From an optimization exercise on the open Yosys and OpenROAD flow, aimed at small area and a short achievable clock period; shortcuts taken in it are not production practice.
At most, simulation tests tie the RTL to the original design; equivalence was not proved.
The RTL of run 3 was laid out without a check of its function.

File: flow/design.v
module DA_z0
(
    input   wire            sys_clk ,
    input   wire    [15:0]  h_lo    ,    
    input   wire    [15:0]  h_hi    ,    
    input   wire    [15:0]  h_p     ,    
    input   wire    [15:0]  h_n     ,    
    input   wire            clr     ,
    output  wire    [11:0]  z
);
wire    [11:0]  ra  ;
wire    [11:0]  rb  ;
assign  ra[ 0] = 1'b0;
assign  ra[ 1] = h_lo[1] | h_lo[2] | h_lo[4] | h_lo[7] | h_lo[8] | h_lo[11] | h_lo[13] | h_lo[14];
assign  ra[ 2] = h_lo[3] | h_lo[5] | h_lo[6] | h_lo[7] | h_lo[9] | h_lo[10] | h_lo[11] | h_lo[12] | h_lo[13] | h_lo[14];
assign  ra[ 3] = h_lo[1] | h_lo[2] | h_lo[4] | h_lo[7] | h_lo[8] | h_lo[11] | h_lo[13] | h_lo[14] | h_lo[15];
assign  ra[ 4] = h_lo[3] | h_lo[5] | h_lo[6] | h_lo[7] | h_lo[9] | h_lo[10] | h_lo[11] | h_lo[12] | h_lo[13] | h_lo[14];
assign  ra[ 5] = h_lo[1] | h_lo[2] | h_lo[4] | h_lo[7] | h_lo[8] | h_lo[11] | h_lo[13] | h_lo[14] | h_lo[15];
assign  ra[ 6] = h_lo[1] | h_lo[2] | h_lo[3] | h_lo[4] | h_lo[5] | h_lo[6] | h_lo[8] | h_lo[9] | h_lo[10] | h_lo[12];
assign  ra[ 7] = h_lo[3] | h_lo[5] | h_lo[6] | h_lo[9] | h_lo[10] | h_lo[12] | h_lo[15];
assign  ra[ 8] = h_lo[1] | h_lo[2] | h_lo[4] | h_lo[8] | h_lo[15];
assign  ra[ 9] = h_lo[3] | h_lo[5] | h_lo[6] | h_lo[9] | h_lo[10] | h_lo[12];
assign  ra[10] = h_lo[7] | h_lo[11] | h_lo[13] | h_lo[14] | h_lo[15];
assign  ra[11] = 1'b0;
assign  rb[ 0] = 1'b0;
assign  rb[ 1] = h_hi[1] | h_hi[2] | h_hi[4] | h_hi[7] | h_hi[8] | h_hi[11] | h_hi[13] | h_hi[14];
assign  rb[ 2] = h_hi[3] | h_hi[5] | h_hi[6] | h_hi[7] | h_hi[9] | h_hi[10] | h_hi[11] | h_hi[12] | h_hi[13] | h_hi[14];
assign  rb[ 3] = h_p[1] | h_p[2] | h_p[4] | h_p[7] | h_p[8] | h_p[11] | h_p[13] | h_p[14] | h_p[15] | h_n[0] | h_n[3] | h_n[5] | h_n[6] | h_n[9] | h_n[10] | h_n[12];
assign  rb[ 4] = h_hi[7] | h_hi[11] | h_hi[13] | h_hi[14] | h_p[3] | h_p[5] | h_p[6] | h_p[9] | h_p[10] | h_p[12] | h_n[0];
assign  rb[ 5] = h_p[1] | h_p[2] | h_p[4] | h_p[7] | h_p[8] | h_p[11] | h_p[13] | h_p[14] | h_p[15] | h_n[3] | h_n[5] | h_n[6] | h_n[9] | h_n[10] | h_n[12];
assign  rb[ 6] = h_hi[1] | h_hi[2] | h_hi[4] | h_hi[8] | h_p[3] | h_p[5] | h_p[6] | h_p[9] | h_p[10] | h_p[12] | h_n[0];
assign  rb[ 7] = h_p[3] | h_p[5] | h_p[6] | h_p[9] | h_p[10] | h_p[12] | h_p[15] | h_n[1] | h_n[2] | h_n[4] | h_n[7] | h_n[8] | h_n[11] | h_n[13] | h_n[14];
assign  rb[ 8] = h_hi[1] | h_hi[2] | h_hi[4] | h_hi[8] | h_p[15] | h_n[3] | h_n[5] | h_n[6] | h_n[9] | h_n[10] | h_n[12];
assign  rb[ 9] = h_p[3] | h_p[5] | h_p[6] | h_p[9] | h_p[10] | h_p[12] | h_n[0] | h_n[1] | h_n[2] | h_n[4] | h_n[7] | h_n[8] | h_n[11] | h_n[13] | h_n[14];
assign  rb[10] = h_hi[7] | h_hi[11] | h_hi[13] | h_hi[14] | h_p[15] | h_n[3] | h_n[5] | h_n[6] | h_n[9] | h_n[10] | h_n[12];
assign  rb[11] = h_n[0] | h_n[1] | h_n[2] | h_n[3] | h_n[4] | h_n[5] | h_n[6] | h_n[7] | h_n[8] | h_n[9] | h_n[10] | h_n[11] | h_n[12] | h_n[13] | h_n[14];
reg     [13:0]  v   ;
reg     [11:0]  acc ;
reg     [1:0]   low ;
wire    [13:0]  sum = {{2{acc[11]}}, acc} + v;
always @(posedge sys_clk) begin
    v   <= {{2{ra[11]}}, ra} + {rb[11], rb, 1'b0};
    acc <= sum[13:2] & {12{~clr}};
    low <= sum[1:0];
end
assign z = {acc[9:0], low};
endmodule
module DA_z1
(
    input   wire            sys_clk ,
    input   wire    [15:0]  h_lo    ,    
    input   wire    [15:0]  h_hi    ,    
    input   wire    [15:0]  h_p     ,    
    input   wire    [15:0]  h_n     ,    
    input   wire            clr     ,
    output  wire    [11:0]  z
);
wire    [11:0]  ra  ;
wire    [11:0]  rb  ;
assign  ra[ 0] = 1'b0;
assign  ra[ 1] = h_lo[1] | h_lo[2] | h_lo[5] | h_lo[6] | h_lo[9] | h_lo[10] | h_lo[13] | h_lo[14];
assign  ra[ 2] = h_lo[1] | h_lo[4] | h_lo[6] | h_lo[7] | h_lo[8] | h_lo[10] | h_lo[11] | h_lo[13];
assign  ra[ 3] = h_lo[2] | h_lo[4] | h_lo[7] | h_lo[9] | h_lo[10] | h_lo[14];
assign  ra[ 4] = h_lo[1] | h_lo[4] | h_lo[5] | h_lo[7] | h_lo[9] | h_lo[13];
assign  ra[ 5] = h_lo[1] | h_lo[2] | h_lo[3] | h_lo[7] | h_lo[8] | h_lo[13] | h_lo[14] | h_lo[15];
assign  ra[ 6] = h_lo[1] | h_lo[6] | h_lo[8] | h_lo[9] | h_lo[13];
assign  ra[ 7] = h_lo[1] | h_lo[2] | h_lo[3] | h_lo[6] | h_lo[7] | h_lo[12];
assign  ra[ 8] = h_lo[1] | h_lo[2] | h_lo[3] | h_lo[4] | h_lo[5] | h_lo[12] | h_lo[13] | h_lo[14] | h_lo[15];
assign  ra[ 9] = h_lo[3] | h_lo[5] | h_lo[6] | h_lo[9] | h_lo[10] | h_lo[13] | h_lo[14];
assign  ra[10] = h_lo[7] | h_lo[11] | h_lo[15];
assign  ra[11] = 1'b0;
assign  rb[ 0] = 1'b0;
assign  rb[ 1] = h_hi[1] | h_hi[2] | h_hi[5] | h_hi[6] | h_hi[9] | h_hi[10] | h_hi[13] | h_hi[14];
assign  rb[ 2] = h_hi[1] | h_hi[4] | h_hi[6] | h_hi[7] | h_hi[8] | h_hi[10] | h_hi[11] | h_hi[13];
assign  rb[ 3] = h_hi[2] | h_hi[4] | h_hi[7] | h_hi[9] | h_hi[10] | h_hi[14];
assign  rb[ 4] = h_hi[1] | h_hi[4] | h_hi[5] | h_hi[7] | h_hi[9] | h_hi[13];
assign  rb[ 5] = h_p[1] | h_p[2] | h_p[3] | h_p[7] | h_p[8] | h_p[13] | h_p[14] | h_p[15] | h_n[0] | h_n[4] | h_n[5] | h_n[6] | h_n[9] | h_n[10] | h_n[11] | h_n[12];
assign  rb[ 6] = h_hi[1] | h_hi[8] | h_hi[13] | h_p[6] | h_p[9] | h_n[0] | h_n[4] | h_n[5] | h_n[10] | h_n[11] | h_n[12];
assign  rb[ 7] = h_hi[1] | h_hi[2] | h_hi[3] | h_hi[6] | h_hi[7] | h_p[12] | h_n[0] | h_n[4] | h_n[5] | h_n[10] | h_n[11];
assign  rb[ 8] = h_hi[4] | h_hi[5] | h_p[1] | h_p[2] | h_p[3] | h_p[12] | h_p[13] | h_p[14] | h_p[15] | h_n[6] | h_n[7] | h_n[8] | h_n[9];
assign  rb[ 9] = h_hi[3] | h_hi[13] | h_hi[14] | h_p[5] | h_p[6] | h_p[9] | h_p[10] | h_n[0] | h_n[4] | h_n[7] | h_n[8] | h_n[11];
assign  rb[10] = h_hi[7] | h_hi[11] | h_p[15] | h_n[1] | h_n[2] | h_n[3] | h_n[5] | h_n[6] | h_n[9] | h_n[10] | h_n[12] | h_n[13] | h_n[14];
assign  rb[11] = h_n[0] | h_n[1] | h_n[2] | h_n[3] | h_n[4] | h_n[5] | h_n[6] | h_n[7] | h_n[8] | h_n[9] | h_n[10] | h_n[11] | h_n[12] | h_n[13] | h_n[14];
reg     [13:0]  v   ;
reg     [11:0]  acc ;
reg     [1:0]   low ;
wire    [13:0]  sum = {{2{acc[11]}}, acc} + v;
always @(posedge sys_clk) begin
    v   <= {{2{ra[11]}}, ra} + {rb[11], rb, 1'b0};
    acc <= sum[13:2] & {12{~clr}};
    low <= sum[1:0];
end
assign z = {acc[9:0], low};
endmodule
module DA_z2
(
    input   wire            sys_clk ,
    input   wire    [15:0]  h_lo    ,    
    input   wire    [15:0]  h_hi    ,    
    input   wire            clr     ,
    output  wire    [11:0]  z
);
wire    [11:0]  ra  ;
wire    [11:0]  rb  ;
assign  ra[ 0] = h_lo[1] | h_lo[3] | h_lo[5] | h_lo[7] | h_lo[8] | h_lo[10] | h_lo[12] | h_lo[14];
assign  ra[ 1] = h_lo[8] | h_lo[10] | h_lo[12] | h_lo[14];
assign  ra[ 2] = h_lo[2] | h_lo[3] | h_lo[4] | h_lo[5] | h_lo[8] | h_lo[11] | h_lo[13] | h_lo[14];
assign  ra[ 3] = h_lo[1] | h_lo[3] | h_lo[4] | h_lo[7] | h_lo[10] | h_lo[13];
assign  ra[ 4] = h_lo[1] | h_lo[3] | h_lo[4] | h_lo[5] | h_lo[7] | h_lo[13];
assign  ra[ 5] = h_lo[4] | h_lo[8] | h_lo[10] | h_lo[12] | h_lo[13] | h_lo[14];
assign  ra[ 6] = h_lo[1] | h_lo[2] | h_lo[7] | h_lo[10] | h_lo[11] | h_lo[12];
assign  ra[ 7] = h_lo[1] | h_lo[2] | h_lo[3] | h_lo[7] | h_lo[10] | h_lo[11];
assign  ra[ 8] = h_lo[1] | h_lo[4] | h_lo[5] | h_lo[7] | h_lo[12] | h_lo[13];
assign  ra[ 9] = h_lo[3] | h_lo[4] | h_lo[8] | h_lo[10] | h_lo[13] | h_lo[14];
assign  ra[10] = h_lo[4] | h_lo[8] | h_lo[10] | h_lo[12] | h_lo[13] | h_lo[14];
assign  ra[11] = h_lo[4] | h_lo[8] | h_lo[10] | h_lo[12] | h_lo[13] | h_lo[14];
assign  rb[ 0] = h_hi[1] | h_hi[3] | h_hi[5] | h_hi[7] | h_hi[8] | h_hi[10] | h_hi[12] | h_hi[14];
assign  rb[ 1] = h_hi[8] | h_hi[10] | h_hi[12] | h_hi[14];
assign  rb[ 2] = h_hi[2] | h_hi[3] | h_hi[4] | h_hi[5] | h_hi[8] | h_hi[11] | h_hi[13] | h_hi[14];
assign  rb[ 3] = h_hi[1] | h_hi[3] | h_hi[4] | h_hi[7] | h_hi[10] | h_hi[13];
assign  rb[ 4] = h_hi[1] | h_hi[3] | h_hi[4] | h_hi[5] | h_hi[7] | h_hi[13];
assign  rb[ 5] = h_hi[4] | h_hi[8] | h_hi[10] | h_hi[12] | h_hi[13] | h_hi[14];
assign  rb[ 6] = h_hi[1] | h_hi[2] | h_hi[7] | h_hi[10] | h_hi[11] | h_hi[12];
assign  rb[ 7] = h_hi[1] | h_hi[2] | h_hi[3] | h_hi[7] | h_hi[10] | h_hi[11];
assign  rb[ 8] = h_hi[1] | h_hi[4] | h_hi[5] | h_hi[7] | h_hi[12] | h_hi[13];
assign  rb[ 9] = h_hi[3] | h_hi[4] | h_hi[8] | h_hi[10] | h_hi[13] | h_hi[14];
assign  rb[10] = h_hi[4] | h_hi[8] | h_hi[10] | h_hi[12] | h_hi[13] | h_hi[14];
assign  rb[11] = h_hi[4] | h_hi[8] | h_hi[10] | h_hi[12] | h_hi[13] | h_hi[14];
reg     [13:0]  v   ;
reg     [11:0]  acc ;
reg     [1:0]   low ;
wire    [13:0]  sum = {{2{acc[11]}}, acc} + v;
always @(posedge sys_clk) begin
    v   <= {{2{ra[11]}}, ra} + {rb[11], rb, 1'b0};
    acc <= sum[13:2] & {12{~clr}};
    low <= sum[1:0];
end
assign z = {acc[9:0], low};
endmodule
module DA_z3
(
    input   wire            sys_clk ,
    input   wire    [15:0]  h_lo    ,    
    input   wire    [15:0]  h_hi    ,    
    input   wire    [15:0]  h_p     ,    
    input   wire    [15:0]  h_n     ,    
    input   wire            clr     ,
    output  wire    [11:0]  z
);
wire    [11:0]  ra  ;
wire    [11:0]  rb  ;
assign  ra[ 0] = 1'b0;
assign  ra[ 1] = h_lo[1] | h_lo[3] | h_lo[4] | h_lo[6] | h_lo[9] | h_lo[11] | h_lo[12] | h_lo[14];
assign  ra[ 2] = h_lo[2] | h_lo[3] | h_lo[5] | h_lo[6] | h_lo[8] | h_lo[9] | h_lo[12] | h_lo[15];
assign  ra[ 3] = h_lo[1] | h_lo[2] | h_lo[4] | h_lo[9] | h_lo[11] | h_lo[12] | h_lo[13] | h_lo[14];
assign  ra[ 4] = h_lo[2] | h_lo[5] | h_lo[7] | h_lo[13] | h_lo[15];
assign  ra[ 5] = h_lo[1] | h_lo[5] | h_lo[6] | h_lo[8] | h_lo[11] | h_lo[12] | h_lo[15];
assign  ra[ 6] = h_lo[3] | h_lo[7] | h_lo[8] | h_lo[12];
assign  ra[ 7] = h_lo[1] | h_lo[2] | h_lo[5] | h_lo[6] | h_lo[8] | h_lo[9] | h_lo[10] | h_lo[12] | h_lo[13] | h_lo[14];
assign  ra[ 8] = h_lo[1] | h_lo[2] | h_lo[3] | h_lo[5] | h_lo[6] | h_lo[7];
assign  ra[ 9] = h_lo[2] | h_lo[4] | h_lo[5] | h_lo[7] | h_lo[8] | h_lo[10] | h_lo[13] | h_lo[15];
assign  ra[10] = h_lo[2] | h_lo[4] | h_lo[5] | h_lo[6] | h_lo[7] | h_lo[8] | h_lo[10] | h_lo[12] | h_lo[13] | h_lo[14] | h_lo[15];
assign  ra[11] = h_lo[2] | h_lo[4] | h_lo[5] | h_lo[6] | h_lo[7] | h_lo[8] | h_lo[10] | h_lo[12] | h_lo[13] | h_lo[14] | h_lo[15];
assign  rb[ 0] = 1'b0;
assign  rb[ 1] = h_hi[1] | h_hi[3] | h_hi[4] | h_hi[6] | h_hi[9] | h_hi[11] | h_hi[12] | h_hi[14];
assign  rb[ 2] = h_p[2] | h_p[3] | h_p[5] | h_p[6] | h_p[8] | h_p[9] | h_p[12] | h_p[15] | h_n[0] | h_n[1] | h_n[4] | h_n[7] | h_n[10] | h_n[11] | h_n[13] | h_n[14];
assign  rb[ 3] = h_hi[2] | h_hi[9] | h_hi[12] | h_p[1] | h_p[4] | h_p[11] | h_p[13] | h_p[14] | h_n[0] | h_n[7] | h_n[10];
assign  rb[ 4] = h_hi[7] | h_p[2] | h_p[5] | h_p[13] | h_p[15] | h_n[1] | h_n[3] | h_n[4] | h_n[6] | h_n[8] | h_n[9] | h_n[11] | h_n[12] | h_n[14];
assign  rb[ 5] = h_hi[1] | h_hi[6] | h_hi[8] | h_hi[11] | h_hi[12] | h_p[5] | h_p[15] | h_n[2] | h_n[13];
assign  rb[ 6] = h_p[3] | h_p[7] | h_p[8] | h_p[12] | h_n[0] | h_n[1] | h_n[2] | h_n[4] | h_n[6] | h_n[9] | h_n[10] | h_n[11] | h_n[13] | h_n[14];
assign  rb[ 7] = h_hi[5] | h_hi[8] | h_hi[12] | h_p[1] | h_p[2] | h_p[6] | h_p[9] | h_p[10] | h_p[13] | h_p[14] | h_n[0] | h_n[4] | h_n[11];
assign  rb[ 8] = h_hi[1] | h_hi[2] | h_hi[3] | h_hi[5] | h_hi[6] | h_hi[7] | h_n[0] | h_n[4] | h_n[11];
assign  rb[ 9] = h_hi[4] | h_p[2] | h_p[5] | h_p[7] | h_p[8] | h_p[10] | h_p[13] | h_p[15] | h_n[1] | h_n[3] | h_n[6] | h_n[9] | h_n[12] | h_n[14];
assign  rb[10] = h_hi[4] | h_hi[6] | h_hi[12] | h_hi[14] | h_p[2] | h_p[5] | h_p[7] | h_p[8] | h_p[10] | h_p[13] | h_p[15];
assign  rb[11] = h_hi[4] | h_hi[6] | h_hi[12] | h_hi[14] | h_p[2] | h_p[5] | h_p[7] | h_p[8] | h_p[10] | h_p[13] | h_p[15];
reg     [13:0]  v   ;
reg     [11:0]  acc ;
reg     [1:0]   low ;
wire    [13:0]  sum = {{2{acc[11]}}, acc} + v;
always @(posedge sys_clk) begin
    v   <= {{2{ra[11]}}, ra} + {rb[11], rb, 1'b0};
    acc <= sum[13:2] & {12{~clr}};
    low <= sum[1:0];
end
assign z = {acc[9:0], low};
endmodule
module DA_z4
(
    input   wire            sys_clk ,
    input   wire    [15:0]  h_lo    ,    
    input   wire    [15:0]  h_hi    ,    
    input   wire            clr     ,
    output  wire    [11:0]  z
);
wire    [11:0]  ra  ;
wire    [11:0]  rb  ;
assign  ra[ 0] = 1'b0;
assign  ra[ 1] = h_lo[1] | h_lo[2] | h_lo[4] | h_lo[7] | h_lo[8] | h_lo[11] | h_lo[13] | h_lo[14];
assign  ra[ 2] = h_lo[2] | h_lo[4] | h_lo[6] | h_lo[7] | h_lo[9] | h_lo[14];
assign  ra[ 3] = h_lo[1] | h_lo[6] | h_lo[8] | h_lo[11] | h_lo[13];
assign  ra[ 4] = h_lo[2] | h_lo[4] | h_lo[7] | h_lo[9] | h_lo[14];
assign  ra[ 5] = h_lo[1] | h_lo[6] | h_lo[8] | h_lo[11] | h_lo[13];
assign  ra[ 6] = h_lo[1] | h_lo[8] | h_lo[9] | h_lo[11] | h_lo[13];
assign  ra[ 7] = h_lo[2] | h_lo[4] | h_lo[7] | h_lo[9] | h_lo[14];
assign  ra[ 8] = h_lo[1] | h_lo[6] | h_lo[8] | h_lo[11] | h_lo[13];
assign  ra[ 9] = h_lo[2] | h_lo[4] | h_lo[7] | h_lo[9] | h_lo[14];
assign  ra[10] = h_lo[2] | h_lo[4] | h_lo[6] | h_lo[7] | h_lo[14];
assign  ra[11] = h_lo[2] | h_lo[4] | h_lo[6] | h_lo[7] | h_lo[14];
assign  rb[ 0] = 1'b0;
assign  rb[ 1] = h_hi[1] | h_hi[2] | h_hi[4] | h_hi[7] | h_hi[8] | h_hi[11] | h_hi[13] | h_hi[14];
assign  rb[ 2] = h_hi[2] | h_hi[4] | h_hi[6] | h_hi[7] | h_hi[9] | h_hi[14];
assign  rb[ 3] = h_hi[1] | h_hi[6] | h_hi[8] | h_hi[11] | h_hi[13];
assign  rb[ 4] = h_hi[2] | h_hi[4] | h_hi[7] | h_hi[9] | h_hi[14];
assign  rb[ 5] = h_hi[1] | h_hi[6] | h_hi[8] | h_hi[11] | h_hi[13];
assign  rb[ 6] = h_hi[1] | h_hi[8] | h_hi[9] | h_hi[11] | h_hi[13];
assign  rb[ 7] = h_hi[2] | h_hi[4] | h_hi[7] | h_hi[9] | h_hi[14];
assign  rb[ 8] = h_hi[1] | h_hi[6] | h_hi[8] | h_hi[11] | h_hi[13];
assign  rb[ 9] = h_hi[2] | h_hi[4] | h_hi[7] | h_hi[9] | h_hi[14];
assign  rb[10] = h_hi[2] | h_hi[4] | h_hi[6] | h_hi[7] | h_hi[14];
assign  rb[11] = h_hi[2] | h_hi[4] | h_hi[6] | h_hi[7] | h_hi[14];
reg     [13:0]  v   ;
reg     [11:0]  acc ;
reg     [1:0]   low ;
wire    [13:0]  sum = {{2{acc[11]}}, acc} + v;
always @(posedge sys_clk) begin
    v   <= {{2{ra[11]}}, ra} + {rb[11], rb, 1'b0};
    acc <= sum[13:2] & {12{~clr}};
    low <= sum[1:0];
end
assign z = {acc[9:0], low};
endmodule
module DA_z5
(
    input   wire            sys_clk ,
    input   wire    [15:0]  h_lo    ,    
    input   wire    [15:0]  h_hi    ,    
    input   wire    [15:0]  h_p     ,    
    input   wire    [15:0]  h_n     ,    
    input   wire            clr     ,
    output  wire    [11:0]  z
);
wire    [11:0]  ra  ;
wire    [11:0]  rb  ;
assign  ra[ 0] = 1'b0;
assign  ra[ 1] = h_lo[2] | h_lo[3] | h_lo[6] | h_lo[7] | h_lo[8] | h_lo[9] | h_lo[12] | h_lo[13];
assign  ra[ 2] = h_lo[1] | h_lo[3] | h_lo[4] | h_lo[6] | h_lo[9] | h_lo[10] | h_lo[12] | h_lo[15];
assign  ra[ 3] = h_lo[1] | h_lo[2] | h_lo[6] | h_lo[7] | h_lo[8] | h_lo[12] | h_lo[13] | h_lo[14];
assign  ra[ 4] = h_lo[1] | h_lo[10] | h_lo[11] | h_lo[14] | h_lo[15];
assign  ra[ 5] = h_lo[3] | h_lo[4] | h_lo[6] | h_lo[8] | h_lo[10] | h_lo[13] | h_lo[15];
assign  ra[ 6] = h_lo[4] | h_lo[6] | h_lo[9] | h_lo[11];
assign  ra[ 7] = h_lo[5] | h_lo[7] | h_lo[8] | h_lo[9] | h_lo[10] | h_lo[11];
assign  ra[ 8] = h_lo[1] | h_lo[3] | h_lo[5] | h_lo[7] | h_lo[8] | h_lo[10] | h_lo[13] | h_lo[15];
assign  ra[ 9] = h_lo[2] | h_lo[3] | h_lo[6] | h_lo[7] | h_lo[9] | h_lo[10] | h_lo[12] | h_lo[13];
assign  ra[10] = h_lo[2] | h_lo[3] | h_lo[6] | h_lo[7] | h_lo[10];
assign  ra[11] = h_lo[2] | h_lo[3] | h_lo[6] | h_lo[7] | h_lo[10];
assign  rb[ 0] = 1'b0;
assign  rb[ 1] = h_hi[2] | h_hi[3] | h_hi[6] | h_hi[7] | h_hi[8] | h_hi[9] | h_hi[12] | h_hi[13];
assign  rb[ 2] = h_p[1] | h_p[3] | h_p[4] | h_p[6] | h_p[9] | h_p[10] | h_p[12] | h_p[15] | h_n[0] | h_n[2] | h_n[5] | h_n[7] | h_n[8] | h_n[11] | h_n[13] | h_n[14];
assign  rb[ 3] = h_hi[1] | h_hi[6] | h_hi[12] | h_p[2] | h_p[7] | h_p[8] | h_p[13] | h_p[14] | h_n[0] | h_n[5] | h_n[11];
assign  rb[ 4] = h_hi[11] | h_p[1] | h_p[10] | h_p[14] | h_p[15] | h_n[2] | h_n[3] | h_n[4] | h_n[6] | h_n[7] | h_n[8] | h_n[9] | h_n[12] | h_n[13];
assign  rb[ 5] = h_hi[3] | h_hi[4] | h_hi[6] | h_hi[8] | h_hi[13] | h_p[10] | h_p[15] | h_n[1] | h_n[14];
assign  rb[ 6] = h_p[4] | h_p[6] | h_p[9] | h_p[11] | h_n[0] | h_n[1] | h_n[2] | h_n[3] | h_n[5] | h_n[7] | h_n[8] | h_n[12] | h_n[13] | h_n[14];
assign  rb[ 7] = h_hi[9] | h_hi[10] | h_hi[11] | h_p[5] | h_p[7] | h_p[8] | h_n[0] | h_n[1] | h_n[2] | h_n[3] | h_n[12] | h_n[13] | h_n[14];
assign  rb[ 8] = h_hi[1] | h_hi[3] | h_hi[13] | h_p[5] | h_p[7] | h_p[8] | h_p[10] | h_p[15] | h_n[4] | h_n[6] | h_n[9] | h_n[11];
assign  rb[ 9] = h_hi[7] | h_hi[10] | h_p[2] | h_p[3] | h_p[6] | h_p[9] | h_p[12] | h_p[13] | h_n[0] | h_n[1] | h_n[4] | h_n[11] | h_n[14];
assign  rb[10] = h_hi[2] | h_hi[3] | h_hi[6] | h_hi[7] | h_hi[10] | h_n[0] | h_n[1] | h_n[4] | h_n[11] | h_n[14];
assign  rb[11] = h_hi[2] | h_hi[3] | h_hi[6] | h_hi[7] | h_hi[10] | h_n[0] | h_n[1] | h_n[4] | h_n[11] | h_n[14];
reg     [13:0]  v   ;
reg     [11:0]  acc ;
reg     [1:0]   low ;
wire    [13:0]  sum = {{2{acc[11]}}, acc} + v;
always @(posedge sys_clk) begin
    v   <= {{2{ra[11]}}, ra} + {rb[11], rb, 1'b0};
    acc <= sum[13:2] & {12{~clr}};
    low <= sum[1:0];
end
assign z = {acc[9:0], low};
endmodule
module DA_z6
(
    input   wire            sys_clk ,
    input   wire    [15:0]  h_lo    ,    
    input   wire    [15:0]  h_hi    ,    
    input   wire            clr     ,
    output  wire    [11:0]  z
);
wire    [11:0]  ra  ;
wire    [11:0]  rb  ;
assign  ra[ 0] = h_lo[2] | h_lo[3] | h_lo[4] | h_lo[5] | h_lo[10] | h_lo[11] | h_lo[12] | h_lo[13];
assign  ra[ 1] = h_lo[2] | h_lo[3] | h_lo[10] | h_lo[11];
assign  ra[ 2] = h_lo[1] | h_lo[2] | h_lo[5] | h_lo[7] | h_lo[8] | h_lo[11] | h_lo[12] | h_lo[14];
assign  ra[ 3] = h_lo[3] | h_lo[4] | h_lo[5] | h_lo[8] | h_lo[13] | h_lo[14];
assign  ra[ 4] = h_lo[4] | h_lo[5] | h_lo[8] | h_lo[12] | h_lo[13] | h_lo[14];
assign  ra[ 5] = h_lo[2] | h_lo[3] | h_lo[8] | h_lo[10] | h_lo[11] | h_lo[14];
assign  ra[ 6] = h_lo[1] | h_lo[3] | h_lo[4] | h_lo[7] | h_lo[10] | h_lo[13];
assign  ra[ 7] = h_lo[1] | h_lo[3] | h_lo[4] | h_lo[5] | h_lo[7] | h_lo[13];
assign  ra[ 8] = h_lo[4] | h_lo[8] | h_lo[10] | h_lo[12] | h_lo[13] | h_lo[14];
assign  ra[ 9] = h_lo[2] | h_lo[3] | h_lo[5] | h_lo[8] | h_lo[11] | h_lo[14];
assign  ra[10] = h_lo[2] | h_lo[3] | h_lo[8] | h_lo[10] | h_lo[11] | h_lo[14];
assign  ra[11] = h_lo[2] | h_lo[3] | h_lo[8] | h_lo[10] | h_lo[11] | h_lo[14];
assign  rb[ 0] = h_hi[2] | h_hi[3] | h_hi[4] | h_hi[5] | h_hi[10] | h_hi[11] | h_hi[12] | h_hi[13];
assign  rb[ 1] = h_hi[2] | h_hi[3] | h_hi[10] | h_hi[11];
assign  rb[ 2] = h_hi[1] | h_hi[2] | h_hi[5] | h_hi[7] | h_hi[8] | h_hi[11] | h_hi[12] | h_hi[14];
assign  rb[ 3] = h_hi[3] | h_hi[4] | h_hi[5] | h_hi[8] | h_hi[13] | h_hi[14];
assign  rb[ 4] = h_hi[4] | h_hi[5] | h_hi[8] | h_hi[12] | h_hi[13] | h_hi[14];
assign  rb[ 5] = h_hi[2] | h_hi[3] | h_hi[8] | h_hi[10] | h_hi[11] | h_hi[14];
assign  rb[ 6] = h_hi[1] | h_hi[3] | h_hi[4] | h_hi[7] | h_hi[10] | h_hi[13];
assign  rb[ 7] = h_hi[1] | h_hi[3] | h_hi[4] | h_hi[5] | h_hi[7] | h_hi[13];
assign  rb[ 8] = h_hi[4] | h_hi[8] | h_hi[10] | h_hi[12] | h_hi[13] | h_hi[14];
assign  rb[ 9] = h_hi[2] | h_hi[3] | h_hi[5] | h_hi[8] | h_hi[11] | h_hi[14];
assign  rb[10] = h_hi[2] | h_hi[3] | h_hi[8] | h_hi[10] | h_hi[11] | h_hi[14];
assign  rb[11] = h_hi[2] | h_hi[3] | h_hi[8] | h_hi[10] | h_hi[11] | h_hi[14];
reg     [13:0]  v   ;
reg     [11:0]  acc ;
reg     [1:0]   low ;
wire    [13:0]  sum = {{2{acc[11]}}, acc} + v;
always @(posedge sys_clk) begin
    v   <= {{2{ra[11]}}, ra} + {rb[11], rb, 1'b0};
    acc <= sum[13:2] & {12{~clr}};
    low <= sum[1:0];
end
assign z = {acc[9:0], low};
endmodule
module DA_z7
(
    input   wire            sys_clk ,
    input   wire    [15:0]  h_lo    ,    
    input   wire    [15:0]  h_hi    ,    
    input   wire    [15:0]  h_p     ,    
    input   wire    [15:0]  h_n     ,    
    input   wire            clr     ,
    output  wire    [11:0]  z
);
wire    [11:0]  ra  ;
wire    [11:0]  rb  ;
assign  ra[ 0] = 1'b0;
assign  ra[ 1] = h_lo[4] | h_lo[5] | h_lo[6] | h_lo[7] | h_lo[8] | h_lo[9] | h_lo[10] | h_lo[11];
assign  ra[ 2] = h_lo[1] | h_lo[2] | h_lo[5] | h_lo[6] | h_lo[9] | h_lo[10] | h_lo[12] | h_lo[15];
assign  ra[ 3] = h_lo[3] | h_lo[4] | h_lo[5] | h_lo[6] | h_lo[8] | h_lo[9] | h_lo[10] | h_lo[13] | h_lo[14] | h_lo[15];
assign  ra[ 4] = h_lo[7] | h_lo[11] | h_lo[12] | h_lo[13] | h_lo[14] | h_lo[15];
assign  ra[ 5] = h_lo[1] | h_lo[2] | h_lo[4] | h_lo[7] | h_lo[9] | h_lo[10] | h_lo[12] | h_lo[15];
assign  ra[ 6] = h_lo[1] | h_lo[2] | h_lo[3] | h_lo[7] | h_lo[9] | h_lo[10] | h_lo[11] | h_lo[15];
assign  ra[ 7] = h_lo[2] | h_lo[4] | h_lo[6] | h_lo[7] | h_lo[10] | h_lo[12] | h_lo[14] | h_lo[15];
assign  ra[ 8] = h_lo[3] | h_lo[4] | h_lo[11] | h_lo[12];
assign  ra[ 9] = h_lo[2] | h_lo[3] | h_lo[5] | h_lo[8] | h_lo[9] | h_lo[12] | h_lo[14] | h_lo[15];
assign  ra[10] = h_lo[2] | h_lo[3] | h_lo[8] | h_lo[9] | h_lo[10] | h_lo[11] | h_lo[12] | h_lo[14] | h_lo[15];
assign  ra[11] = h_lo[2] | h_lo[3] | h_lo[8] | h_lo[9] | h_lo[10] | h_lo[11] | h_lo[12] | h_lo[14] | h_lo[15];
assign  rb[ 0] = 1'b0;
assign  rb[ 1] = h_hi[4] | h_hi[5] | h_hi[6] | h_hi[7] | h_hi[8] | h_hi[9] | h_hi[10] | h_hi[11];
assign  rb[ 2] = h_p[1] | h_p[2] | h_p[5] | h_p[6] | h_p[9] | h_p[10] | h_p[12] | h_p[15] | h_n[0] | h_n[3] | h_n[4] | h_n[7] | h_n[8] | h_n[11] | h_n[13] | h_n[14];
assign  rb[ 3] = h_hi[3] | h_hi[4] | h_hi[8] | h_hi[13] | h_hi[14] | h_p[5] | h_p[6] | h_p[9] | h_p[10] | h_p[15] | h_n[1] | h_n[2] | h_n[12];
assign  rb[ 4] = h_hi[7] | h_hi[11] | h_hi[12] | h_hi[13] | h_hi[14] | h_p[15] | h_n[5] | h_n[6] | h_n[9] | h_n[10];
assign  rb[ 5] = h_hi[1] | h_hi[2] | h_hi[4] | h_hi[7] | h_hi[9] | h_hi[10] | h_hi[12] | h_p[15];
assign  rb[ 6] = h_hi[1] | h_hi[2] | h_hi[3] | h_hi[7] | h_hi[9] | h_hi[10] | h_hi[11] | h_p[15];
assign  rb[ 7] = h_hi[2] | h_hi[4] | h_hi[6] | h_hi[7] | h_hi[10] | h_hi[12] | h_hi[14] | h_p[15];
assign  rb[ 8] = h_p[3] | h_p[4] | h_p[11] | h_p[12] | h_n[0] | h_n[1] | h_n[2] | h_n[5] | h_n[6] | h_n[7] | h_n[8] | h_n[9] | h_n[10] | h_n[13] | h_n[14];
assign  rb[ 9] = h_hi[2] | h_hi[5] | h_hi[8] | h_hi[9] | h_hi[14] | h_p[3] | h_p[12] | h_p[15] | h_n[4] | h_n[11];
assign  rb[10] = h_hi[2] | h_hi[8] | h_hi[9] | h_hi[10] | h_hi[11] | h_hi[14] | h_p[3] | h_p[12] | h_p[15];
assign  rb[11] = h_hi[2] | h_hi[8] | h_hi[9] | h_hi[10] | h_hi[11] | h_hi[14] | h_p[3] | h_p[12] | h_p[15];
reg     [13:0]  v   ;
reg     [11:0]  acc ;
reg     [1:0]   low ;
wire    [13:0]  sum = {{2{acc[11]}}, acc} + v;
always @(posedge sys_clk) begin
    v   <= {{2{ra[11]}}, ra} + {rb[11], rb, 1'b0};
    acc <= sum[13:2] & {12{~clr}};
    low <= sum[1:0];
end
assign z = {acc[9:0], low};
endmodule
module DCT_one_dimensional
(
    input   wire                    sys_clk         ,
    input   wire                    sys_rst_n       ,
    input   wire                    start           ,
    input   wire            [95:0]  DCT_data_in     ,
    output  wire    signed  [11:0]  DCT_data_o_z0   ,
    output  wire    signed  [11:0]  DCT_data_o_z1   ,
    output  wire    signed  [11:0]  DCT_data_o_z2   ,
    output  wire    signed  [11:0]  DCT_data_o_z3   ,
    output  wire    signed  [11:0]  DCT_data_o_z4   ,
    output  wire    signed  [11:0]  DCT_data_o_z5   ,
    output  wire    signed  [11:0]  DCT_data_o_z6   ,
    output  wire    signed  [11:0]  DCT_data_o_z7   ,
    output  wire                    data_en
);
reg     [9:1]   st      ;
always @(posedge sys_clk or negedge sys_rst_n)
    if (sys_rst_n == 1'b0)
        st <= 9'd0;
    else
        st <= {st[8:1], start};
assign data_en = st[9];
reg             busy    ;
always @(posedge sys_clk or negedge sys_rst_n)
    if (sys_rst_n == 1'b0)
        busy <= 1'b0;
    else if (start == 1'b1)
        busy <= 1'b1;
    else if (st[5] == 1'b1)
        busy <= 1'b0;
wire    b_first = st[1];
wire    b_last  = st[6];
wire    r_last  = st[7];
wire    a_clr   = st[2];
reg     [95:0]  xs      ;
wire    [95:0]  xs_nxt  ;
genvar          gi, gj;
generate
    for (gi = 0; gi < 8; gi = gi + 1) begin : g_smp
        for (gj = 0; gj < 12; gj = gj + 1) begin : g_bit
            if (gj >= 10) begin : g_top
                assign xs_nxt[12*gi+gj] = DCT_data_in[12*gi+gj];
            end else begin : g_shf
                assign xs_nxt[12*gi+gj] = busy ? xs[12*gi+gj+2] : DCT_data_in[12*gi+gj];
            end
        end
    end
endgenerate
always @(posedge sys_clk)
    xs <= xs_nxt;
reg     [3:0]   ce, cd  ;        
wire    [3:0]   ce_n, cd_n, el_n, eh_n, dl_n, dh_n;
generate
    for (gi = 0; gi < 4; gi = gi + 1) begin : g_bfly
        wire a0 = xs[12*gi];
        wire a1 = xs[12*gi+1];
        wire b0 = xs[12*(7-gi)];
        wire b1 = xs[12*(7-gi)+1];
        wire n0 = ~b0;
        wire n1 = ~b1;
        wire ec0 = b_first ? 1'b0 : ce[gi];
        wire es0 = a0 ^ b0 ^ ec0;
        wire ec1 = (a0 & b0) | (a0 & ec0) | (b0 & ec0);
        wire es1 = a1 ^ b1 ^ ec1;
        wire ec2 = (a1 & b1) | (a1 & ec1) | (b1 & ec1);
        wire dc0 = b_first ? 1'b1 : cd[gi];
        wire ds0 = a0 ^ n0 ^ dc0;
        wire dc1 = (a0 & n0) | (a0 & dc0) | (n0 & dc0);
        wire ds1 = a1 ^ n1 ^ dc1;
        wire dc2 = (a1 & n1) | (a1 & dc1) | (n1 & dc1);
        assign ce_n[gi] = ec2;
        assign cd_n[gi] = dc2;
        assign el_n[gi] = es0;
        assign eh_n[gi] = es1 ^ b_last;
        assign dl_n[gi] = ds0;
        assign dh_n[gi] = ds1 ^ b_last;
    end
endgenerate
reg     [15:0]  oel, oeh, odl, odh;
always @(posedge sys_clk) begin
    ce  <= ce_n;
    cd  <= cd_n;
    oel <= 16'd1 << el_n;
    oeh <= 16'd1 << eh_n;
    odl <= 16'd1 << dl_n;
    odh <= 16'd1 << dh_n;
end
wire    [15:0]  oeh_p = oeh & {16{~r_last}};
wire    [15:0]  oeh_n = oeh & {16{r_last}};
wire    [15:0]  odh_p = odh & {16{~r_last}};
wire    [15:0]  odh_n = odh & {16{r_last}};
DA_z0 DA_z0_inst (.sys_clk(sys_clk), .h_lo(oel), .h_hi(oeh), .h_p(oeh_p), .h_n(oeh_n), .clr(a_clr), .z(DCT_data_o_z0));
DA_z1 DA_z1_inst (.sys_clk(sys_clk), .h_lo(odl), .h_hi(odh), .h_p(odh_p), .h_n(odh_n), .clr(a_clr), .z(DCT_data_o_z1));
DA_z2 DA_z2_inst (.sys_clk(sys_clk), .h_lo(oel), .h_hi(oeh),                            .clr(a_clr), .z(DCT_data_o_z2));
DA_z3 DA_z3_inst (.sys_clk(sys_clk), .h_lo(odl), .h_hi(odh), .h_p(odh_p), .h_n(odh_n), .clr(a_clr), .z(DCT_data_o_z3));
DA_z4 DA_z4_inst (.sys_clk(sys_clk), .h_lo(oel), .h_hi(oeh),                            .clr(a_clr), .z(DCT_data_o_z4));
DA_z5 DA_z5_inst (.sys_clk(sys_clk), .h_lo(odl), .h_hi(odh), .h_p(odh_p), .h_n(odh_n), .clr(a_clr), .z(DCT_data_o_z5));
DA_z6 DA_z6_inst (.sys_clk(sys_clk), .h_lo(oel), .h_hi(oeh),                            .clr(a_clr), .z(DCT_data_o_z6));
DA_z7 DA_z7_inst (.sys_clk(sys_clk), .h_lo(odl), .h_hi(odh), .h_p(odh_p), .h_n(odh_n), .clr(a_clr), .z(DCT_data_o_z7));
endmodule
File: flow/run.sh
#!/bin/bash
# synth_recipe.tcl (not shown) runs the flow's synth.tcl, then flattens the netlist and writes it again
# the make line also repeats each setting of config.mk as NAME=value (left out here)
make -C /OpenROAD-flow-scripts/flow DESIGN_CONFIG=/design/flow/config.mk WORK_HOME=/design/flow/orfs CLKGATE_MAP_FILE= SYNTH_SCRIPT=/design/flow/synth_recipe.tcl finish
File: flow/config.mk
export PLATFORM = sky130hd
export DESIGN_NAME = DCT_one_dimensional
export DESIGN_NICKNAME = DCT_one_dimensional
export VERILOG_FILES = /design/flow/design.v
export SDC_FILE = /design/flow/constraint.sdc
export NUM_CORES = 4
export LEC_CHECK = 0
export CAP_MARGIN = 20
export CORE_MARGIN = 2
export CORE_UTILIZATION = 40
export SETUP_SLACK_MARGIN = 2.0
export SLEW_MARGIN = 20
File: flow/constraint.sdc
create_clock -name core_clock -period 5.0 [get_ports {sys_clk}]
set_input_delay 1.0000 -clock core_clock [delete_from_list [all_inputs] [get_ports {sys_clk}]]
set_output_delay 1.0000 -clock core_clock [all_outputs]
set_load 0.01 [all_outputs]
==> results of run 1 <==
==> state kept, by name (all words and copies together) (netlist names), 12 cells and up <==
register        flops
DA_z0_inst.acc     12
DA_z0_inst.v       13
DA_z1_inst.acc     12
DA_z1_inst.v       13
DA_z2_inst.acc     12
DA_z2_inst.v       13
DA_z3_inst.acc     12
DA_z3_inst.v       12
DA_z4_inst.acc     12
DA_z5_inst.acc     12
DA_z5_inst.v       12
DA_z6_inst.acc     12
DA_z6_inst.v       13
DA_z7_inst.acc     12
DA_z7_inst.v       12
odh                16
odl                15
oeh                16
oel                15
xs                 96
==> metrics by stage <==
stage | hold WS, ns | setup WS (ns) | utilization [%] | instances
finish | 0.348 | 1.99 | 49.3 | 2975
floorplan | 0.331 | 2.17 | - | 2141
global route | 0.353 | 1.87 | 49.3 | 2975
detailed placement | 0.335 | 1.22 | 44.7 | 2864
global placement | 0.332 | 1.31 | 44.6 | 2863
CTS | 0.349 | 1.88 | 48.2 | 2953
==> cell usage after synthesis, types with 26 or more instances <==
library cell / n / share of area [%]
o21ai_0: 103 / 2.6
xnor2_1: 78 / 3.4
dfxtp_1: 377 / 38
nand2_1: 106 / 2.0
o22ai_1: 33 / 1.0
xor2_1: 34 / 1.5
a21o_1: 30 / 1.1
mux2_2: 80 / 4.5
clkbuf_1: 45 / 0.85
o21a_1: 35 / 1.3
a21oi_1: 81 / 2.0
nand2b_1: 38 / 1.2
inv_1: 94 / 1.8
buf_4: 80 / 3.0
ha_1: 174 / 11
nor2_1: 262 / 4.9
fa_1: 32 / 3.2
nand3_1: 39 / 0.98
nor3_1: 67 / 1.7
nor4_1: 26 / 0.81
nor2b_1: 33 / 1.0
a211oi_1: 42 / 1.6
==> layout make-up <==
class                   instances  share of cell area (%)
multi-input cells            1520                    47.1
well taps                     664                    3.43
repair buffers                232                    9.35
inverters                      94                    1.47
clock inverters                27                    1.63
clock buffers                  51                    4.77
flip-flops and latches        387                    32.3
==> worst max-delay path by stage <==
stage           start                to  slack (ns)  cells past startpoint
6_report        st[7]  DA_z3_inst.v[11]        1.99                     11
4_1_cts        odh[4]  DA_z3_inst.v[11]        1.88                     12
3_3_place_gp    st[7]  DA_z3_inst.v[11]        1.31                     11
3_5_place_dp    st[7]  DA_z3_inst.v[11]        1.22                     11
5_1_grt         st[7]  DA_z3_inst.v[11]        1.87                     11
2_1_floorplan  odh[6]  DA_z3_inst.v[11]        2.17                     11
==> cells in the final DEF, fill, tap and decap left out, types with 17 or more instances in the layout <==
cell type	n
xor2_1	34
o21ai_0	94
o21a_1	35
nor3_1	63
or2_2	21
xnor2_1	78
mux2_2	80
nand2b_1	37
inv_1	93
o21bai_1	17
fa_1	32
a21oi_1	76
nand2_1	103
nand3_1	39
buf_4	31
nor2b_1	32
clkdlybuf4s50_1	195
ha_1	168
clkbuf_16	44
a211oi_1	41
a21o_1	30
dfxtp_1	364
o22ai_1	33
nor2_1	253
==> worst max-delay path: cells and delay by family, from the launching register on <==
kind | cells | cell delay (ns)
AOI/OAI and AO/OA | 6 | 1.08
xor gates and xnor gates | 1 | 0.13
adders and majority gates | 1 | 0.27
buffers and inverters | 1 | 0.16
DFF | 1 | 0.48
and+or+nand+nor | 2 | 0.81
==> kinds of logic after synthesis <==
family          count (synthesis)  share of synthesized area (%)
compound gates                460                           15.5
xor+xnor                      112                           4.91
fa+ha+maj                     206                           14.1
mux                            84                           4.71
flops                         387                           39.1
buf+inv                       234                           5.95
simple gates                  658                           15.8
==> timing repair <==
item                                    CTS  global route
gates resized for setup                  25            81
endpoints found under the setup margin   30            33
pin swaps                                 4            24
setup buffers                            11            21
gates cloned                              0             1
==> metal layers <==
layer,up-vias,part of all wire [%]
met2,505,43
met4,0,2.8
met3,97,7.8
met1,7151,47
met5,-,0
li1,7777,-
==> impl_metrics.py, run 1 <==
metrics = {
    "cts": {
        "tritoncts": "done",
        "cts.sinks": 387,
        "clockBufferDepth": 3,
        "numCtsBuffers": 43,
        "htree_levels": 2,
        "clock_latency_ns": 0.59,
        "root_buffer": "clkbuf_16",
        "cts_hold_buf": 0,
        "clkTransAtPathRegs_ns": 0.06,
    },
    "timing": {
        "fmax_mhz": 333,
        "worst-slew-pin-transition_ns": 1.00,
        "clock_skew_ns": 0.0173,
        "maxSlewHeadroom_pct": 33.4,
        "fin_crit_sh_pct": 60.1,
        "setup_viol": 0,
        "tns_ns": 0,
        "rsz0062_at_grt": "yes",
        "slew_viol_final": 0,
        "finalHoldViolations": 0,
        "fin_crit_ns": 3.01,
    },
    "detailed_routing": {
        "routedWlPerCell_um": 16.4,
        "antenna_left": 0,
        "drcViolationCount": 0,
        "dr.pass1.iters": 5,
        "wl_mm": 48.9,
        "via_count": 15500,
        "viasPerCell": 5.22,
        "drt_iter0_drc": 1046,
    },
    "worst_setup_path": {
        "regToRegStartpoint": "st[7]",
        "worst-r2r-setup-slack_ns": 1.99,
        "critical_path_required_ns": 5.51,
        "start_kind": "register",
        "cp_max_fo": 6,
        "cp-end-kind": "register",
        "critPathMaxStageDelay_ns": 0.53,
        "crit_type": "register to register",
        "r2r-end": "DA_z3_inst.v[11]",
        "cpMaxStageDelayCell": "or4_4",
        "crit_arrival_ns": 3.52,
        "reg2regPathDepth": 11,
        "crit_chain": "buf_6, nor3_4, a21oi_2, or4_4, ha_4, a21oi_4, o211ai_1, a2111oi_4, o21bai_1, a21oi_1, xnor2_1",
    },
    "synth": {
        "syn_nets": 2446,
        "ys_async_sr_fraction_pct": 2.58,
        "synthCells": 2141,
        "yosys_warnings": 9,
        "synth_edf_count": 0,
        "synth_area_mm2": 0.0200,
        "ys_seq_elements": 387,
        "synthFlopType": "dfxtp_1",
        "avgSynthCellArea_um2": 9.33,
        "synth_cell_type_count": 76,
        "yosysSeqAreaShare_pct": 39.1,
    },
    "grt": {
        "grt_pass1_wl_mm": 77.2,
        "use_met2_pct": 28.8,
        "grt_antenna_before_repair": 0,
        "overflow": 0,
        "met3_usage_pct": 5.70,
        "met1_usage_pct": 24.7,
        "grt_usage_pct": 18.6,
        "globalRoute.busiestLayer": "met2",
        "grt_max_degree": 82,
        "grt_pass1_vias": 15100,
    },
    "placement": {
        "place_congestion": 0.882,
        "postPlaceCellArea_mm2": 0.0219,
        "port-buffer-count": 195,
        "hpwlAfterDp_mm": 37.0,
    },
    "cells_and_area": {
        "antenna_cells": 0,
        "syn2layout_area_growth_pct": 21.4,
        "multiInputGateArea_mm2": 0.0114,
        "drive_gt1_share_pct": 13.6,
        "seqCellArea_mm2": 0.00782,
        "num-fill-cells": 4614,
        "layout.nets": 2583,
        "final_cell_area_mm2": 0.0242,
    },
    "die": {
        "chipHeight_um": 227,
        "start_util_pct": 40.6,
        "fp.dieArea_mm2": 0.0517,
        "dieWidth_um": 227,
        "ios": 196,
        "coreArea_mm2": 0.0492,
        "num_rows": 81,
    },
    "outcome": {
        "outcome": "no timing/DRC/antenna violations",
    },
    "hold_path": {
        "worstHoldEndpoint": "st[5]",
        "hp-start": "st[4]",
        "hold_class": "register to register",
        "holdPathStages": 0,
    },
    "run": {
        "cap_viol_max_count": 0,
    },
}
==> inputs of run 2 (changes only) <==
--- a/flow/config.mk
+++ b/flow/config.mk
@@ -6,7 +6,8 @@
 export NUM_CORES = 4
 export LEC_CHECK = 0
+export ABC_AREA = 1
 export CAP_MARGIN = 20
 export CORE_MARGIN = 2
 export CORE_UTILIZATION = 40
-export SETUP_SLACK_MARGIN = 2.0
+export SETUP_SLACK_MARGIN = 2.2
 export SLEW_MARGIN = 20
==> run 2 against run 1 <==
Sequential cell count is the same. Sequential share of layout area shrank 2.5 points. Cell area grew 8.2%. Highest routed layer is now met5. Final cell count grew 39%. Global-route usage grew 1.5 points. Largest cell class unchanged. Via count grew 28%. Critical path depth grew 1.
==> impl_metrics.py, run 2 <==
metrics = {
    "synth": {
        "synth_edf_count": 0,
        "synth_cell_type_count": 46,
        "yosys_warnings": 9,
        "ys_seq_elements": 387,
        "synthTopCellsByArea": "dfxtp_1 34%, nand2_1 16%, ha_1 9.7%, inv_1 7.1%, nor2_1 6.8%",
        "yosysSeqAreaShare_pct": 34.9,
        "ys_async_sr_fraction_pct": 2.58,
        "ys_top_cells_by_count": "967 x nand2_1, 423 x inv_1, 403 x nor2_1",
        "avgSynthCellArea_um2": 6.93,
        "yosys.area.top_type": "dfxtp_1",
        "syn_nets": 3532,
        "synth_area_mm2": 0.0224,
        "synth_top_area_share_pct": 33.7,
        "synthFlopType": "dfxtp_1",
        "synthMostInstantiatedCell": "nand2_1",
        "synthCells": 3227,
    },
    "timing": {
        "fmax_mhz": 370,
        "rsz0062_at_grt": "yes",
        "fin_ws_ns": 2.30,
        "fin_crit_ns": 2.70,
        "maxSlewHeadroom_pct": 28.0,
        "finalHoldViolations": 0,
        "tns_ns": 0,
        "clock_skew_ns": 0.0246,
        "setup_viol": 0,
        "hold_slack_ns": 0.345,
        "slew_viol_final": 0,
        "worst-slew-pin-transition_ns": 1.08,
        "fin_crit_sh_pct": 54.0,
    },
    "grt": {
        "overflow": 0,
        "grt_pass1_vias": 18500,
        "grt_max_degree": 68,
        "grt_pass1_wl_mm": 93.6,
        "grt_antenna_before_repair": 2,
        "grt_usage_pct": 20.1,
    },
    "run": {
        "cap_viol_max_count": 0,
    },
    "cells_and_area": {
        "syn2layout_area_growth_pct": 17.2,
        "antenna_cells": 0,
        "drive_gt1_share_pct": 4.22,
        "top_regs": "xs x96, odh x16, oeh x16",
        "largest_reg_flops": 96,
        "layout.nets": 3662,
        "final_cell_mix": "966 x nand2_1, 423 x inv_1, 401 x nor2_1",
        "num-fill-cells": 5628,
        "top_register": "xs",
        "final_common_cell": "nand2_1",
    },
    "worst_setup_path": {
        "worst-r2r-setup-slack_ns": 2.30,
        "critPathLaunch": "st[7]",
        "cp-end-kind": "register",
        "critical_path_required_ns": 5.47,
        "regToRegStartpoint": "st[7]",
        "reg2regPathDepth": 12,
        "cp_max_fo": 10,
        "start_kind": "register",
        "crit_arrival_ns": 3.17,
        "crit_type": "register to register",
    },
    "cts": {
        "clockBufferDepth": 3,
        "numCtsBuffers": 45,
        "htree_levels": 2,
        "root_buffer": "clkbuf_16",
        "clock_latency_ns": 0.59,
        "tritoncts": "done",
        "clkTransAtPathRegs_ns": 0.06,
        "cts.sinks": 387,
    },
    "die": {
        "chipHeight_um": 240,
        "coreArea_mm2": 0.0552,
        "dieWidth_um": 240,
        "fp.dieArea_mm2": 0.0578,
        "num_rows": 86,
        "ios": 196,
        "start_util_pct": 40.5,
    },
    "detailed_routing": {
        "wl_mm": 58.3,
        "drcViolationCount": 0,
        "routedWlPerCell_um": 14.1,
        "via_count": 19900,
        "viasPerCell": 4.81,
        "antenna_left": 0,
        "dr.pass1.iters": 5,
        "drt_iter0_drc": 1247,
    },
    "placement": {
        "port-buffer-count": 195,
        "place_congestion": 0.972,
        "pre_cts_ws_ns": 1.63,
        "hpwlAfterDp_mm": 45.8,
    },
    "hold_path": {
        "holdPathStages": 0,
        "hold_class": "register to register",
        "hp-start": "DA_z0_inst.acc[0]",
    },
    "outcome": {
        "outcome": "no timing/DRC/antenna violations",
    },
}
[run 2: cell count changes after synthesis, moves of 62 or more]
cell | before | now
inv_1 | 94 | 423
mux2_2 | 80 | 0
nand2_1 | 106 | 967
nand3_1 | 39 | 227
nand4_1 | 5 | 67
nor2_1 | 262 | 403
[run 2: path summary, 6_finish.rpt]
kind	endpoint
worst min-delay path	DA_z0_inst.low[0]
min in group asynchronous	st[5]
worst max register to register	DA_z7_inst.v[11]
worst max-delay path	DA_z7_inst.v[11]
max in group asynchronous	st[7]
worst min register to register	DA_z0_inst.low[0]
[run 2: cells by family after synthesis]
kind of cell	after synthesis	synth area share, %
and+or+nand+nor	1788	33.5
buffers and inverters	548	10.8
DFF	387	34.9
AOI/OAI and AO/OA	232	5.58
adders and majority gates	206	12.6
xor gates and xnor gates	66	2.65
[run 2: per-stage QoR]
step	cells	utilization, %	instance area (um^2)
CTS	4138	47.3	26100
finish	4140	47.5	26200
detailed placement	4054	44.3	24500
global route	4140	47.5	26200
global placement	4054	44.3	24500
floorplan	3227	-	22400
[run 2: routing by layer]
| layer | vias up | wire (um) | global-route usage, % |
|---|---|---|---|
| met5 | - | 11 | 0 |
| met2 | 555 | 25900 | 32.6 |
| met4 | 2 | 1600 | 5.89 |
| li1 | 10400 | - | - |
| met3 | 115 | 3960 | 4.58 |
| met1 | 8837 | 26900 | 26.7 |
[run 2: layout make-up]
class,instances,area [um^2],area share [%]
clock buffer,55,1230,4.71
clock inverter,27,363,1.38
inverter,428,1610,6.14
multi-input combinational,2292,12300,46.7
sequential,387,7800,29.8
tap,748,936,3.57
timing repair buffer,203,2020,7.70
[run 2: worst max-delay path, stage by stage (launching register included)]
cell and delay (ns):
dfrtp_4 0.56, buf_6 0.20, nand2_4 0.12, nand2_4 0.09, nor4_2 0.33, nand4_1 0.30
ha_1 0.42, nand2_1 0.10, inv_1 0.04, a21boi_1 0.20, nand3_1 0.10, nand2_1 0.06
nand2_1 0.04
[run 2: repair_timing]
action | 4_1_cts | 5_1_grt
endpoints found under the setup margin | 37 | 28
gates resized for setup | 5 | 24
hold buffers | 0 | 0
pin swaps | 0 | 3
setup buffers | 2 | 2
==> inputs of run 3 (changes only) <==
--- a/flow/design.v
+++ b/flow/design.v
@@ -400,7 +400,5 @@
     else if (st[5] == 1'b1)
         busy <= 1'b0;
-wire    b_first = st[1];
 wire    b_last  = st[6];
-wire    r_last  = st[7];
 wire    a_clr   = st[2];
 reg     [95:0]  xs      ;
@@ -427,38 +425,40 @@
         wire a1 = xs[12*gi+1];
         wire b0 = xs[12*(7-gi)];
-        wire b1 = xs[12*(7-gi)+1];
-        wire n0 = ~b0;
-        wire n1 = ~b1;
-        wire ec0 = b_first ? 1'b0 : ce[gi];
+        wire b1 = xs[12*(7-gi)+1] ^ b_last;
+        wire n0 = ~xs[12*(7-gi)];
+        wire n1 = ~xs[12*(7-gi)+1] ^ b_last;
+        wire ec0 = ce[gi];
         wire es0 = a0 ^ b0 ^ ec0;
         wire ec1 = (a0 & b0) | (a0 & ec0) | (b0 & ec0);
         wire es1 = a1 ^ b1 ^ ec1;
         wire ec2 = (a1 & b1) | (a1 & ec1) | (b1 & ec1);
-        wire dc0 = b_first ? 1'b1 : cd[gi];
+        wire dc0 = cd[gi];
         wire ds0 = a0 ^ n0 ^ dc0;
         wire dc1 = (a0 & n0) | (a0 & dc0) | (n0 & dc0);
         wire ds1 = a1 ^ n1 ^ dc1;
         wire dc2 = (a1 & n1) | (a1 & dc1) | (n1 & dc1);
-        assign ce_n[gi] = ec2;
-        assign cd_n[gi] = dc2;
+        assign ce_n[gi] = busy & ec2;
+        assign cd_n[gi] = ~busy | dc2;
         assign el_n[gi] = es0;
-        assign eh_n[gi] = es1 ^ b_last;
+        assign eh_n[gi] = es1;
         assign dl_n[gi] = ds0;
-        assign dh_n[gi] = ds1 ^ b_last;
+        assign dh_n[gi] = ds1;
     end
 endgenerate
-reg     [15:0]  oel, oeh, odl, odh;
+wire    [15:0]  eh1 = 16'd1 << eh_n;
+wire    [15:0]  dh1 = 16'd1 << dh_n;
+reg     [15:0]  oel, oeh, odl, odh, oeh_p, oeh_n, odh_p, odh_n;
 always @(posedge sys_clk) begin
-    ce  <= ce_n;
-    cd  <= cd_n;
-    oel <= 16'd1 << el_n;
-    oeh <= 16'd1 << eh_n;
-    odl <= 16'd1 << dl_n;
-    odh <= 16'd1 << dh_n;
+    ce    <= ce_n;
+    cd    <= cd_n;
+    oel   <= 16'd1 << el_n;
+    odl   <= 16'd1 << dl_n;
+    oeh   <= eh1;
+    odh   <= dh1;
+    oeh_p <= eh1 & {16{~b_last}};
+    oeh_n <= eh1 & {16{b_last}};
+    odh_p <= dh1 & {16{~b_last}};
+    odh_n <= dh1 & {16{b_last}};
 end
-wire    [15:0]  oeh_p = oeh & {16{~r_last}};
-wire    [15:0]  oeh_n = oeh & {16{r_last}};
-wire    [15:0]  odh_p = odh & {16{~r_last}};
-wire    [15:0]  odh_n = odh & {16{r_last}};
 DA_z0 DA_z0_inst (.sys_clk(sys_clk), .h_lo(oel), .h_hi(oeh), .h_p(oeh_p), .h_n(oeh_n), .clr(a_clr), .z(DCT_data_o_z0));
 DA_z1 DA_z1_inst (.sys_clk(sys_clk), .h_lo(odl), .h_hi(odh), .h_p(odh_p), .h_n(odh_n), .clr(a_clr), .z(DCT_data_o_z1));
--- a/flow/config.mk
+++ b/flow/config.mk
@@ -10,4 +10,4 @@
 export CORE_MARGIN = 2
 export CORE_UTILIZATION = 40
-export SETUP_SLACK_MARGIN = 2.2
+export SETUP_SLACK_MARGIN = 2.5
 export SLEW_MARGIN = 20
==> run 3 against run 2 <==
Still clean on timing, DRC and antenna. Synthesized cell count grew 2.2%. Setup slack better by 0.25 ns. Via count rose by 1.4%. Wire length is 0.63% higher. Non-clock buffer count grew 5. Sequential share of layout area is 2.6 points higher. Area after synthesis increased by 5.6%. Global-route usage decreased by 1.0 points.
==> impl_metrics.py, run 3 <==
metrics = {
    "detailed_routing": {
        "viasPerCell": 4.77,
        "antenna_left": 0,
        "via_count": 20200,
        "drcViolationCount": 0,
        "dr.pass1.iters": 6,
        "wl_mm": 58.7,
        "drt_iter0_drc": 1355,
        "routedWlPerCell_um": 13.9,
    },
    "worst_setup_path": {
        "crit_chain": "clkdlybuf4s50_1",
        "critical_path_required_ns": 4.00,
        "cp_max_fo": 2,
        "crit_family": "buffers and inverters",
        "worstPathBufferInverterCount": 1,
        "cpMaxStageDelayCell": "clkdlybuf4s50_1",
        "critPathMaxStageDelay_ns": 0.54,
        "crit_arrival_ns": 1.45,
        "crit_type": "register to output pin",
        "cp-end-kind": "output pin",
        "start_kind": "register",
    },
    "placement": {
        "place_congestion": 0.950,
        "dp.cells": 4140,
        "port-buffer-count": 195,
        "hpwlAfterDp_mm": 45.6,
    },
    "synth": {
        "ys_seq_elements": 443,
        "synth_cell_type_count": 41,
        "avgSynthCellArea_um2": 7.16,
        "yosys_warnings": 9,
        "synth_area_mm2": 0.0236,
        "synth_top_area_share_pct": 36.7,
        "synthMostInstantiatedCell": "nand2_1",
        "ys_top_cells_by_count": "931 x nand2_1, 433 x dfxtp_1, 428 x nor2_1",
        "synthFlopType": "dfxtp_1",
        "syn_nets": 3602,
        "synthTopCellsByArea": "dfxtp_1 37%, nand2_1 15%, ha_1 9.2%, nor2_1 6.8%, inv_1 6.5%",
        "yosys.area.top_type": "dfxtp_1",
        "synthCells": 3297,
        "synth_edf_count": 0,
        "ys_async_sr_fraction_pct": 2.26,
        "yosysSeqAreaShare_pct": 37.8,
    },
    "grt": {
        "grt_antenna_before_repair": 1,
        "met1_usage_pct": 26.4,
        "grt_pass1_wl_mm": 94.5,
        "overflow": 0,
        "globalRoute.busiestLayer": "met2",
        "grt_pass1_vias": 18700,
        "grt_usage_pct": 19.1,
        "met3_usage_pct": 5.21,
        "use_met2_pct": 28.9,
        "grt_max_degree": 90,
    },
    "timing": {
        "fin_crit_sh_pct": 49.0,
        "finalHoldViolations": 0,
        "setup_viol": 0,
        "worst-slew-pin-transition_ns": 1.11,
        "fmax_mhz": 408,
        "maxSlewHeadroom_pct": 25.7,
        "clock_skew_ns": 0.0351,
        "rsz0062_at_grt": "yes",
        "fin_crit_ns": 2.45,
        "tns_ns": 0,
        "slew_viol_final": 0,
    },
    "die": {
        "fp.dieArea_mm2": 0.0610,
        "start_util_pct": 40.3,
        "dieWidth_um": 247,
        "coreArea_mm2": 0.0587,
        "num_rows": 89,
        "ios": 196,
        "chipHeight_um": 247,
    },
    "cells_and_area": {
        "drive_gt1_share_pct": 5.51,
        "num-fill-cells": 5900,
        "antenna_cells": 0,
        "instances_no_fill": 4238,
        "multiInputGateArea_mm2": 0.0124,
        "layout.nets": 3732,
        "syn2layout_area_growth_pct": 16.8,
        "final_common_cell": "nand2_1",
        "seqCellArea_mm2": 0.00894,
        "largest_reg_flops": 96,
        "top_register": "xs",
        "final_cell_mix": "930 x nand2_1, 424 x nor2_1, 419 x dfxtp_1",
    },
    "outcome": {
        "outcome": "no timing/DRC/antenna violations",
    },
    "hold_path": {
        "hold_class": "register to register",
    },
    "cts": {
        "root_buffer": "clkbuf_16",
        "htree_levels": 2,
        "clock_latency_ns": 0.62,
        "numCtsBuffers": 49,
        "clockBufferDepth": 3,
        "tritoncts": "done",
        "clkTransAtPathRegs_ns": 0.06,
        "cts.sinks": 443,
    },
    "run": {
        "cap_viol_max_count": 0,
    },
}
## run 3: what timing repair did
action | in CTS | in global routing
buffers inserted | 1 | 8
pin swaps | 1 | 7
setup endpoints to repair | 131 | 46
hold buffers | 0 | 0
gates resized for setup | 82 | 44
## run 3: metrics by stage
step / instance area (um^2) / setup slack [ns] / hold WS (ns) / utilization [%]
floorplan: 23600 / 2.70 / 0.331 / -
global placement: 25700 / 2.44 / 0.335 / 43.9
detailed placement: 25700 / 2.39 / 0.339 / 43.9
CTS: 27400 / 2.50 / 0.353 / 46.7
global route: 27600 / 2.45 / 0.362 / 47.0
finish: 27600 / 2.55 / 0.348 / 47.0
## run 3: kinds of logic (layout without fill, tap and decap cells)
logic type | Yosys count | in the layout | share of synthesized area (%)
xor+xnor | 68 | 68 | 2.52
compound gates | 207 | 207 | 4.83
simple gates | 1828 | 1828 | 32.9
buf+inv | 545 | 713 | 10.1
flops | 443 | 443 | 37.8
fa+ha+maj | 206 | 206 | 11.9
## run 3: layout make-up
class / count / share of cell area (%)
multi-input cells: 2309 / 45.0
clock inverters: 33 / 1.59
flip-flops and latches: 443 / 32.4
repair buffers: 208 / 7.13
well taps: 773 / 3.51
clock buffers: 56 / 4.65
inverters: 416 / 5.69
## run 3: final timing paths
kind / startpoint / end / slack, ns / cells past startpoint
min: DA_z4_inst.acc[0] / DA_z4_inst.low[0] / 0.35 / 0
min reg2reg: DA_z4_inst.acc[0] / DA_z4_inst.low[0] / 0.35 / 0
max: DA_z5_inst.acc[1] / DCT_data_o_z5[3] / 2.55 / 1
max in group asynchronous: sys_rst_n / busy / 3.91 / 1
min in group asynchronous: sys_rst_n / st[1] / 0.73 / 1
max reg2reg: odh_p[15] / DA_z7_inst.v[12] / 2.65 / 12
## run 3: layer usage
| layer | part of all wire, % | wire length, um |
|---|---|---|
| met5 | 0 | 0 |
| met4 | 2.7 | 1600 |
| met3 | 7.5 | 4420 |
| met2 | 41 | 24400 |
| met1 | 48 | 28300 |

re-timing with driven ports:
Ports are ideal in the flow. The routed layouts listed here were re-timed in OpenROAD.
Step 1 assumes that a clkbuf_16 drives the clock port and a buf_2 every other input.
Step 2 times the ports against the registers' clock, not the clock port: input delays grow and output delays shrink by t, the midpoint of the rising clock arrivals with the driver on.
Slacks: ideal / step 1 / step 2; pairs: ideal / step 1.
| run | t (ns) | setup slack, ns | hold slack, ns | slew at the worst register clock pin (ns) | pins driven straight from the clock port |
|---|---|---|---|---|---|
| run 1 | 0.637 | 1.994 / 1.994 / 1.994 | 0.348 / 0.348 / 0.348 | 0.07 / 0.07 | 1 |
| run 2 | 0.639 | 2.301 / 2.301 / 2.301 | 0.345 / 0.345 / 0.345 | 0.07 / 0.07 | 1 |
| run 3 | 0.659 | 2.550 / 2.492 / 2.653 | 0.348 / 0.348 / 0.348 | 0.07 / 0.07 | 1 |
After both steps every run listed still meets setup and hold.
